This design comes from an exercise in tuning for small area, a short achievable clock period and few clock cycles per item on the open sky130 flow, not from production work.
Only simulation tests tie the RTL to the original design; equivalence was not proved.

==> job 6861 <==
Design basic_gpu, start of the top module:
module basic_gpu (
  input clk,
  input rst,
  input [31:0] instruction,
  input valid_instruction,
  output [31:0] result,
  output reg ready
);
==> module basic_gpu, before the edit <==
module basic_gpu (
  input clk,
  input rst,
  input [31:0] instruction,
  input valid_instruction,
  output [31:0] result,
  output reg ready
);
  integer i;
  reg [1023:0] rf;         
  reg [31:0]   x, g, p;    
  reg          wb_en;      
  reg [4:0]    wb_rd;
  reg [31:0]   mul_a;
  reg [15:0]   enc_one, enc_two, enc_neg;    
  wire [3:0]  opcode   = instruction[31:28];
  wire [12:0] imm      = instruction[12:0];
  gpu_post u_post (.x(x), .g(g), .p(p), .s(result));
  wire [31:0] pend;        
  genvar k;
  generate
    for (k = 0; k < 32; k = k + 1) begin : g_pend
      assign pend[k] = wb_en & (wb_rd == k);
    end
  endgenerate
  wire [32:0] sel1, sel2;
  wire [31:0] a, b;
  gpu_rdsel u_sel1 (.src(instruction[22:18]), .pend(pend), .wb_en(wb_en),
                    .wb_rd(wb_rd), .sel(sel1));
  gpu_rdsel u_sel2 (.src(instruction[17:13]), .pend(pend), .wb_en(wb_en),
                    .wb_rd(wb_rd), .sel(sel2));
  gpu_rdmux u_rd1 (.rf(rf), .result(result), .sel(sel1), .q(a));
  gpu_rdmux u_rd2 (.rf(rf), .result(result), .sel(sel2), .q(b));
  wire        sub = opcode[0];
  wire [31:0] xa, ga, pa;
  gpu_pre u_pre_alu (.a(a), .b(b ^ {32{sub}}), .cin(sub), .x(xa), .g(ga), .p(pa));
  wire is_add = (opcode == 4'd0) || (opcode == 4'd1);
  reg [31:0] logic_val;
  always @(*) begin
    case (opcode)
      4'd3:    logic_val = a & b;
      4'd4:    logic_val = a | b;
      4'd5:    logic_val = {19'd0, imm};
      default: logic_val = 32'd0;
    endcase
  end
  wire [32:0] bx = {b, 1'b0};
  reg  [15:0] b_one, b_two, b_neg;
  always @(*) begin
    for (i = 0; i < 16; i = i + 1) begin
      b_one[i] = bx[2*i+1] ^ bx[2*i];
      b_two[i] = (bx[2*i+2] & ~bx[2*i+1] & ~bx[2*i]) |
                 (~bx[2*i+2] & bx[2*i+1] & bx[2*i]);
      b_neg[i] = bx[2*i+2];
    end
  end
  wire [31:0] r0, r1, xm, gm, pm;
  gpu_mul u_mul (.mul_a(mul_a), .enc_one(enc_one), .enc_two(enc_two),
                 .enc_neg(enc_neg), .r0(r0), .r1(r1));
  gpu_pre u_pre_mul (.a(r0), .b(r1), .cin(1'b0), .x(xm), .g(gm), .p(pm));
  wire accept   = valid_instruction & ready & ~rst;
  wire is_mul   = (opcode == 4'd2);
  wire acc_alu  = accept & ~is_mul;
  wire mul_done = ~ready;
  always @(posedge clk) begin
    mul_a   <= a;
    enc_one <= b_one;
    enc_two <= b_two;
    enc_neg <= b_neg;
    wb_rd   <= instruction[27:23];
    p       <= acc_alu ? pa : pm;
    for (i = 0; i < 32; i = i + 1)
      if (pend[i]) rf[32*i +: 32] <= result;
  end
  always @(posedge clk or posedge rst) begin
    if (rst) begin
      ready <= 1'b1;
      wb_en <= 1'b0;
      x     <= 32'd0;
      g     <= 32'd0;
    end else begin
      if (acc_alu) begin
        x <= is_add ? xa : logic_val;
        g <= is_add ? ga : 32'd0;
      end else if (mul_done) begin
        x <= xm;
        g <= gm;
      end else begin
        x <= result;
        g <= 32'd0;
      end
      wb_en <= acc_alu | mul_done;
      ready <= ~(accept & is_mul);
    end
  end
endmodule
==> flow/config.mk <==
export PLATFORM = sky130hd
export DESIGN_NAME = basic_gpu
export DESIGN_NICKNAME = basic_gpu
export VERILOG_FILES = /design/flow/design.v
export SDC_FILE = /design/flow/constraint.sdc
export NUM_CORES = 4
export LEC_CHECK = 0
export CAP_MARGIN = 20
export CORE_MARGIN = 2
export CORE_UTILIZATION = 60
export SETUP_SLACK_MARGIN = 5
export SLEW_MARGIN = 20
export SYNTH_HIERARCHICAL = 1
==> flow/constraint.sdc <==
create_clock -name core_clock -period 12.0 [get_ports {clk}]
set_input_delay 2.4000 -clock core_clock [delete_from_list [all_inputs] [get_ports {clk}]]
set_output_delay 2.4000 -clock core_clock [all_outputs]
set_load 0.01 [all_outputs]
standard.sh (not shown) runs the stock make flow with config.mk's settings and CLKGATE_MAP_FILE= SYNTH_SCRIPT=/design/flow/synth_recipe.tcl, a recipe that flattens the netlist after the stock synthesis.
==> flow/flow/run.sh <==
#!/bin/bash
# The standard layout (the standard.sh, standard synthesis unchanged),
# with these changes to how the layout is optimised:
#  - repair_timing may resize cells to any footprint,
#  - ports are buffered with buf_4 instead of the flow's default buffer,
#  - repair_timing aims for more setup slack.
set -euo pipefail
bash standard.sh \
  MATCH_CELL_FOOTPRINT=0 \
  "BUFFER_PORTS_ARGS=-buffer_cell sky130_fd_sc_hd__buf_4" \
  SETUP_SLACK_MARGIN=7 \
  finish > flow.log 2>&1
==> job 6952: changes against job 6861 <==
--- a/flow/design.v
+++ b/flow/design.v
@@ -16,5 +16,7 @@
   wire [3:0]  opcode   = instruction[31:28];
   wire [12:0] imm      = instruction[12:0];
-  gpu_post u_post (.x(x), .g(g), .p(p), .s(result));
+  wire [31:0] res;
+  gpu_post u_post_out (.x(x), .g(g), .p(p), .s(result));
+  gpu_post u_post     (.x(x), .g(g), .p(p), .s(res));
   wire [31:0] pend;        
   genvar k;
@@ -30,6 +32,6 @@
   gpu_rdsel u_sel2 (.src(instruction[17:13]), .pend(pend), .wb_en(wb_en),
                     .wb_rd(wb_rd), .sel(sel2));
-  gpu_rdmux u_rd1 (.rf(rf), .result(result), .sel(sel1), .q(a));
-  gpu_rdmux u_rd2 (.rf(rf), .result(result), .sel(sel2), .q(b));
+  gpu_rdmux u_rd1 (.rf(rf), .result(res), .sel(sel1), .q(a));
+  gpu_rdmux u_rd2 (.rf(rf), .result(res), .sel(sel2), .q(b));
   wire        sub = opcode[0];
   wire [31:0] xa, ga, pa;
@@ -71,5 +73,5 @@
     p       <= acc_alu ? pa : pm;
     for (i = 0; i < 32; i = i + 1)
-      if (pend[i]) rf[32*i +: 32] <= result;
+      if (pend[i]) rf[32*i +: 32] <= res;
   end
   always @(posedge clk or posedge rst) begin
@@ -87,5 +89,5 @@
         g <= gm;
       end else begin
-        x <= result;
+        x <= res;
         g <= 32'd0;
       end
--- a/flow/flow/run.sh
+++ b/flow/flow/run.sh
@@ -9,4 +9,4 @@
   MATCH_CELL_FOOTPRINT=0 \
   "BUFFER_PORTS_ARGS=-buffer_cell sky130_fd_sc_hd__buf_4" \
-  SETUP_SLACK_MARGIN=7 \
+  SETUP_SLACK_MARGIN=7.2 \
   finish > flow.log 2>&1
==> flow_summary.json <==
{
  "inverters": 81,
  "worstPathCellList": "buf_4 -> nand3b_1 -> buf_4 -> nor3_2 -> buf_8 -> a22oi_1 -> nand4_1 -> nor4_4 -> nand2_2 -> xor2_1 -> xor2_1 -> nor2_1 -> a211oi_1 -> a21oi_1 -> o22ai_1",
  "cp-start-kind": "input pin",
  "nets": 5439,
  "status": "finished clean"
}
Source of the figures above: job 6952

==> flow_summary.json <==
{
  "inverters": 75,
  "cp-start-kind": "register",
  "status": "finished clean",
  "worstPathCellList": "a21o_1 -> buf_12 -> a221o_4 -> a31oi_4 -> xnor2_4 -> buf_12 -> buf_6",
  "nets": 5385
}
Source of the figures above: job 6861

Testbench counts of job 6861, summed over its fixed seeds: cycles 4,491, instructions 4,000.
Testbench counts of job 6952, summed over its fixed seeds: cycles 4,491, instructions 4,000.

[what the ideal ports hide]
Ports are ideal in the flow. The routed layouts listed here were re-timed in OpenROAD.
Step 1 assumes that a clkbuf_16 drives the clock port and a buf_2 every other input.
Step 2 also shifts input and output timing later by t, the mid clock arrival at the registers, as if the neighbouring blocks saw the same clock.
Three values: ideal, step 1, step 2; two values: the first two.
run	shift t [ns]	slack for setup (ns)	worst register clock-pin slew, ns	worst slew at a driven data input, ns
job 6861	0.807	6.900 / 6.822 / 6.181	0.07 / 0.07	0.06
job 6952	0.810	7.047 / 7.058 / 6.272	0.07 / 0.07	0.09
After both steps every run listed still meets setup and hold. For job 6952, which loses most, drivers alone change the setup slack by +0.011 ns; drivers and shift together by -0.775 ns.
